This is an optimization exercise on Yosys and OpenROAD, whose aim is small area, a short achievable clock period and few clock cycles per item, not a production implementation. Function was checked by simulation only, so behaviour that the tests miss may differ from the original. Power is estimated from default activity; no workload was simulated.

==> flow/design.v <==
module S00_AXI
#(
	  parameter integer AXI_DATA_WIDTH	= 32
	, parameter integer AXI_ADDR_WIDTH	= 8
	, parameter integer AXI_REGS_COUNT	= 20
)
(
	  input  logic                              AXI_ACLK
	, input  logic                              AXI_ARESETN
	, input  logic [AXI_ADDR_WIDTH - 1 : 0]     AXI_AWADDR
	, input  logic                              AXI_AWVALID
	, output logic                              AXI_AWREADY
	, input  logic [AXI_DATA_WIDTH - 1 : 0]     AXI_WDATA
	, input  logic [(AXI_DATA_WIDTH/8)-1 : 0]   AXI_WSTRB
	, input  logic                              AXI_WVALID
	, output logic                              AXI_WREADY
	, output logic [1 : 0]                      AXI_BRESP
	, output logic                              AXI_BVALID
	, input  logic                              AXI_BREADY
	, input  logic [AXI_ADDR_WIDTH - 1 : 0]     AXI_ARADDR
	, input  logic                              AXI_ARVALID
	, output logic                              AXI_ARREADY
	, output logic [AXI_DATA_WIDTH - 1 : 0]     AXI_RDATA
	, output logic [1 : 0]                      AXI_RRESP
	, output logic                              AXI_RVALID
	, input  logic                              AXI_RREADY
);
	localparam integer NBYTES = AXI_DATA_WIDTH/8;
	assign AXI_AWREADY = 1'b1;
	assign AXI_WREADY  = 1'b1;
	assign AXI_ARREADY = 1'b1;
	assign AXI_BRESP   = 2'b00;
	assign AXI_RRESP   = 2'b00;
	logic                          aw_got, w_got, commit, bvalid;
	logic [AXI_REGS_COUNT - 1 : 0] wrow;
	logic [NBYTES - 1 : 0]         wstrb;
	logic aw_ok, w_ok;
	assign aw_ok = aw_got | AXI_AWVALID;
	assign w_ok  = w_got  | AXI_WVALID;
	always_ff @(posedge AXI_ACLK)
	begin
		if (!AXI_ARESETN)
		begin
			aw_got <= 1'b0;
			w_got  <= 1'b0;
			bvalid <= 1'b0;
		end
		else
		begin
			aw_got <= aw_ok & ~w_ok;
			w_got  <= w_ok & ~aw_ok;
			bvalid <= bvalid ? ~AXI_BREADY : (aw_ok & w_ok);
		end
	end
	assign AXI_BVALID = bvalid;
	always_ff @(posedge AXI_ACLK)
	begin
		if (!AXI_ARESETN)
		begin
			commit <= 1'b1;
			wrow   <= '1;
			wstrb  <= '1;
		end
		else
		begin
			commit <= aw_ok & w_ok;
			if (!aw_got)
				for (integer i = 0; i < AXI_REGS_COUNT; i = i + 1)
					wrow[i] <= (AXI_AWADDR[6:2] == i);
			if (!w_got) wstrb <= AXI_WSTRB;
		end
	end
	logic [AXI_DATA_WIDTH - 1 : 0] regs_n [AXI_REGS_COUNT];
	logic [AXI_DATA_WIDTH - 1 : 0] rdata;
	logic [AXI_DATA_WIDTH - 1 : 0] wdata_n;
	assign wdata_n = ~rdata;
	genvar r, b;
	generate
		for (r = 0; r < AXI_REGS_COUNT; r = r + 1)
		begin : g_row
			for (b = 0; b < NBYTES; b = b + 1)
			begin : g_byte
				logic ld;
				logic [7:0] nxt;
				assign ld = commit & wrow[r] & wstrb[b];
				for (genvar i = 0; i < 8; i = i + 1)
				begin : g_bit
					AO22 u_ao (.a(ld), .b(wdata_n[b*8+i]), .c(~ld), .d(regs_n[r][b*8+i]), .y(nxt[i]));
				end
				always_ff @(posedge AXI_ACLK) regs_n[r][b*8 +: 8] <= nxt;
			end
		end
	endgenerate
	logic                          rvalid, rvalid_o;
	logic                          rvalid_n;
	assign rvalid_n = AXI_ARESETN & (rvalid ? ~AXI_RREADY : AXI_ARVALID);
	always_ff @(posedge AXI_ACLK) rvalid <= rvalid_n;
	OUTREG u_rvalid_o (.clk(AXI_ACLK), .d(rvalid_n), .q(rvalid_o));
	logic [3:0]                    lo;
	logic [7:0]                    hi;
	logic [AXI_REGS_COUNT - 1 : 0] rsel_n;
	DEC2  u_lo (.a(AXI_ARADDR[3:2]), .y(lo));
	DEC3H u_hi (.a(AXI_ARADDR[6:4]), .en(AXI_ARVALID), .y(hi));
	for (genvar i = 0; i < AXI_REGS_COUNT; i = i + 1)
	begin : g_rsel
		NAND2 u_nand (.a(hi[i / 4]), .b(lo[i % 4]), .y(rsel_n[i]));
	end
	logic hold;
	assign hold = rvalid | w_got;
	for (genvar i = 0; i < AXI_DATA_WIDTH; i = i + 1)
	begin : g_rbit
		logic [11:0] t;
		for (genvar j = 0; j < 10; j = j + 1)
		begin : g_pair
			OAI22 u_oai (.a(rsel_n[2*j]), .b(regs_n[2*j][i]), .c(rsel_n[2*j+1]), .d(regs_n[2*j+1][i]), .y(t[j]));
		end
		AND2 u_hold (.a(hold), .b(rdata[i]), .y(t[10]));
		AND2 u_wr (.a(AXI_WVALID), .b(AXI_WDATA[i]), .y(t[11]));
		logic rnext;
		OR12 u_or (.a(t), .y(rnext));
		always_ff @(posedge AXI_ACLK) rdata[i] <= rnext;
	end
	assign AXI_RDATA  = rdata;
	assign AXI_RVALID = rvalid_o;
endmodule
module OUTREG
(
	  input  logic clk
	, input  logic d
	, output logic q
);
	always_ff @(posedge clk) q <= d;
endmodule
module AO22
(
	  input  logic a
	, input  logic b
	, input  logic c
	, input  logic d
	, output logic y
);
	assign y = (a & b) | (c & d);
endmodule
module OAI22
(
	  input  logic a
	, input  logic b
	, input  logic c
	, input  logic d
	, output logic y
);
	assign y = ~((a | b) & (c | d));
endmodule
module NAND2
(
	  input  logic a
	, input  logic b
	, output logic y
);
	assign y = ~(a & b);
endmodule
module AND2
(
	  input  logic a
	, input  logic b
	, output logic y
);
	assign y = a & b;
endmodule
module OR12
(
	  input  logic [11:0] a
	, output logic        y
);
	logic [3:0] g_n;
	NOR3  u_n0 (.a(a[0]), .b(a[1]),  .c(a[2]),  .y(g_n[0]));
	NOR3  u_n1 (.a(a[3]), .b(a[4]),  .c(a[5]),  .y(g_n[1]));
	NOR3  u_n2 (.a(a[6]), .b(a[7]),  .c(a[8]),  .y(g_n[2]));
	NOR3  u_n3 (.a(a[9]), .b(a[10]), .c(a[11]), .y(g_n[3]));
	NAND4 u_y  (.a(g_n[0]), .b(g_n[1]), .c(g_n[2]), .d(g_n[3]), .y(y));
endmodule
module NOR3
(
	  input  logic a
	, input  logic b
	, input  logic c
	, output logic y
);
	assign y = ~(a | b | c);
endmodule
module NAND4
(
	  input  logic a
	, input  logic b
	, input  logic c
	, input  logic d
	, output logic y
);
	assign y = ~(a & b & c & d);
endmodule
module DEC2
(
	  input  logic [1:0] a
	, output logic [3:0] y
);
	always_comb
		for (integer i = 0; i < 4; i = i + 1)
			y[i] = (a == i);
endmodule
module DEC3H
(
	  input  logic [2:0] a
	, input  logic       en
	, output logic [7:0] y
);
	always_comb
		for (integer i = 0; i < 8; i = i + 1)
			y[i] = en & (a == i);
endmodule
module TopModule
#(
      parameter integer   AXI_DATA_WIDTH	  = 32
    , parameter integer   AXI_ADDR_WIDTH	  = 8
)
(
    input  logic                              clk
  , input  logic                              areset_n
  , input  logic [AXI_ADDR_WIDTH - 1 : 0]     S00_AXI_AWADDR
  , input  logic                              S00_AXI_AWVALID
  , output logic                              S00_AXI_AWREADY
  , input  logic [AXI_DATA_WIDTH - 1 : 0]     S00_AXI_WDATA
  , input  logic [(AXI_DATA_WIDTH/8)-1 : 0]   S00_AXI_WSTRB
  , input  logic                              S00_AXI_WVALID
  , output logic                              S00_AXI_WREADY
  , output logic [1 : 0]                      S00_AXI_BRESP
  , output logic                              S00_AXI_BVALID
  , input  logic                              S00_AXI_BREADY
  , input  logic [AXI_ADDR_WIDTH - 1 : 0]     S00_AXI_ARADDR
  , input  logic                              S00_AXI_ARVALID
  , output logic                              S00_AXI_ARREADY
  , output logic [AXI_DATA_WIDTH - 1 : 0]     S00_AXI_RDATA
  , output logic [1 : 0]                      S00_AXI_RRESP
  , output logic                              S00_AXI_RVALID
  , input  logic                              S00_AXI_RREADY
);
  S00_AXI
  #(
      .AXI_DATA_WIDTH(AXI_DATA_WIDTH)
    , .AXI_ADDR_WIDTH(AXI_ADDR_WIDTH)
    , .AXI_REGS_COUNT(20)
  )
  axi_slave
  (
      .AXI_ACLK(        clk)
    , .AXI_ARESETN(     areset_n)
    , .AXI_AWADDR(      S00_AXI_AWADDR)
    , .AXI_AWVALID(     S00_AXI_AWVALID)
    , .AXI_AWREADY(     S00_AXI_AWREADY)
    , .AXI_WDATA(       S00_AXI_WDATA)
    , .AXI_WSTRB(       S00_AXI_WSTRB)
    , .AXI_WVALID(      S00_AXI_WVALID)
    , .AXI_WREADY(      S00_AXI_WREADY)
    , .AXI_BRESP(       S00_AXI_BRESP)
    , .AXI_BVALID(      S00_AXI_BVALID)
    , .AXI_BREADY(      S00_AXI_BREADY)
    , .AXI_ARADDR(      S00_AXI_ARADDR)
    , .AXI_ARVALID(     S00_AXI_ARVALID)
    , .AXI_ARREADY(     S00_AXI_ARREADY)
    , .AXI_RDATA(       S00_AXI_RDATA)
    , .AXI_RRESP(       S00_AXI_RRESP)
    , .AXI_RVALID(      S00_AXI_RVALID)
    , .AXI_RREADY(      S00_AXI_RREADY)
  );
endmodule
clock: 4.5 ns
lec_check: 0
cap_margin: 20
core_margin: 2
core_utilization: 50
cts_cluster_diameter: 80
cts_cluster_size: 25
place_density: 0.8
setup_slack_margin: 2.5
slew_margin: 20
synth_hierarchical: 1
synth_minimum_keep_size: 0
standard.sh (not shown) runs the stock make flow with config.mk's settings and CLKGATE_MAP_FILE= SYNTH_SCRIPT=/design/flow/synth_recipe.tcl, a recipe that flattens the netlist after the stock synthesis.
==> flow/flow/run.sh <==
#!/bin/bash
# The standard layout, with the port buffers inserted as buf_4 rather than the
# weakest buffer (the resizer still sizes them where timing needs it).
set -euo pipefail
bash standard.sh BUFFER_PORTS_ARGS="-buffer_cell sky130_fd_sc_hd__buf_4" finish > standard.log 2>&1
Testbench counts at the start, summed over its fixed seeds: cycles 6,400, items 3,200.
Change:
==> flow/run.sh (new file) <==
#!/bin/bash
# synth_recipe.tcl (not shown) runs the flow's synth.tcl, then flattens the netlist and writes it again
# the make line also repeats each setting of config.mk as NAME=value (left out here)
make -C /OpenROAD-flow-scripts/flow DESIGN_CONFIG=/design/flow/config.mk WORK_HOME=/design/flow/orfs CLKGATE_MAP_FILE= SYNTH_SCRIPT=/design/flow/synth_recipe.tcl finish
PLACE_DENSITY = unset   (was 0.8)
SETUP_SLACK_MARGIN = 2.45   (was 2.5)
removed: flow/flow/run.sh
removed: flow/standard.sh
After rerunning: Clock skew climbs by 0.0033 ns. Wire length climbs by roughly a tenth. Setup slack loses 0.014 ns. Synthesized cell count does not change. First-iteration DRC count went down by a little under a tenth. Maximum frequency falls slightly. Clock-buffer cell count grows by 4.
Change:
==> flow/flow/run.sh (new file) <==
#!/bin/bash
# The standard layout, with the port buffers inserted as buf_4 rather than the
# weakest buffer (the resizer still sizes them where timing needs it).
set -euo pipefail
bash standard.sh BUFFER_PORTS_ARGS="-buffer_cell sky130_fd_sc_hd__buf_4" finish > standard.log 2>&1
==> flow/standard.sh (new file) <==
#!/bin/bash
# synth_recipe.tcl (not shown) runs the flow's synth.tcl, then flattens the netlist and writes it again
# the make line also repeats each setting of config.mk as NAME=value (left out here)
make -C /OpenROAD-flow-scripts/flow DESIGN_CONFIG=/design/flow/config.mk WORK_HOME=/design/flow/orfs CLKGATE_MAP_FILE= SYNTH_SCRIPT=/design/flow/synth_recipe.tcl "${@:-finish}"
CTS_CLUSTER_DIAMETER = 90   (was 80)
CTS_CLUSTER_SIZE = 30   (was 25)
SETUP_SLACK_MARGIN = 2.5   (was 2.45)
removed: flow/run.sh
Outcome:
- The new run ran to the end with no violations
- fmax came out higher by 0.77%
- clock skew falls by 0.0096 ns
- sequential power is about the same
- total power fell by 1.3%
- design area came out lower by 1.7%
- area after synthesis stays the same
Change:
==> flow/run.sh (new file) <==
#!/bin/bash
# synth_recipe.tcl (not shown) runs the flow's synth.tcl, then flattens the netlist and writes it again
# the make line also repeats each setting of config.mk as NAME=value (left out here)
make -C /OpenROAD-flow-scripts/flow DESIGN_CONFIG=/design/flow/config.mk WORK_HOME=/design/flow/orfs CLKGATE_MAP_FILE= SYNTH_SCRIPT=/design/flow/synth_recipe.tcl finish
CTS_CLUSTER_DIAMETER = 80   (was 90)
CTS_CLUSTER_SIZE = 25   (was 30)
SETUP_SLACK_MARGIN = 2.7   (was 2.5)
removed: flow/flow/run.sh
removed: flow/standard.sh
=>
- The changed run passed the timing, DRC and antenna checks
- first-iteration DRC count rose by about 17%
- die area stays the same
- global-route usage rose by 4.4 points

separate check: timing with driven ports:
No port has a modelled driver above. Below, the same layouts with a new extraction and two added sets of constraints.
Step 1 sets driving cells, clkbuf_16 on the clock port and buf_2 on the other inputs (assumed; they add their load-dependent delay and slew).
Step 2 adds t to the input delays and takes it off the output delays; t is the mean of the earliest and latest rising clock arrival at the registers after step 1. Input paths then give back, and output paths get back, about the clock's delay inside the block.
a / b / c = ideal / step 1 / step 2; a / b = the first two.
run | shift t [ns] | setup WS [ns] | slew at the worst register clock pin (ns) | worst data-port slew with drivers (ns)
the first run | 0.623 | 2.471 / 2.470 / 1.847 | 0.10 / 0.10 | 0.14
the second run | 0.647 | 2.457 / 2.422 / 1.851 | 0.10 / 0.10 | 0.10
the third run | 0.685 | 2.473 / 2.417 / 1.820 | 0.11 / 0.11 | 0.09
the fourth run | 0.649 | 2.505 / 2.444 / 1.978 | 0.11 / 0.11 | 0.10
After both steps every run listed still meets setup and hold. The setup slack of the third run, which loses most, moves by -0.056 ns with the drivers and by -0.653 ns with both steps.
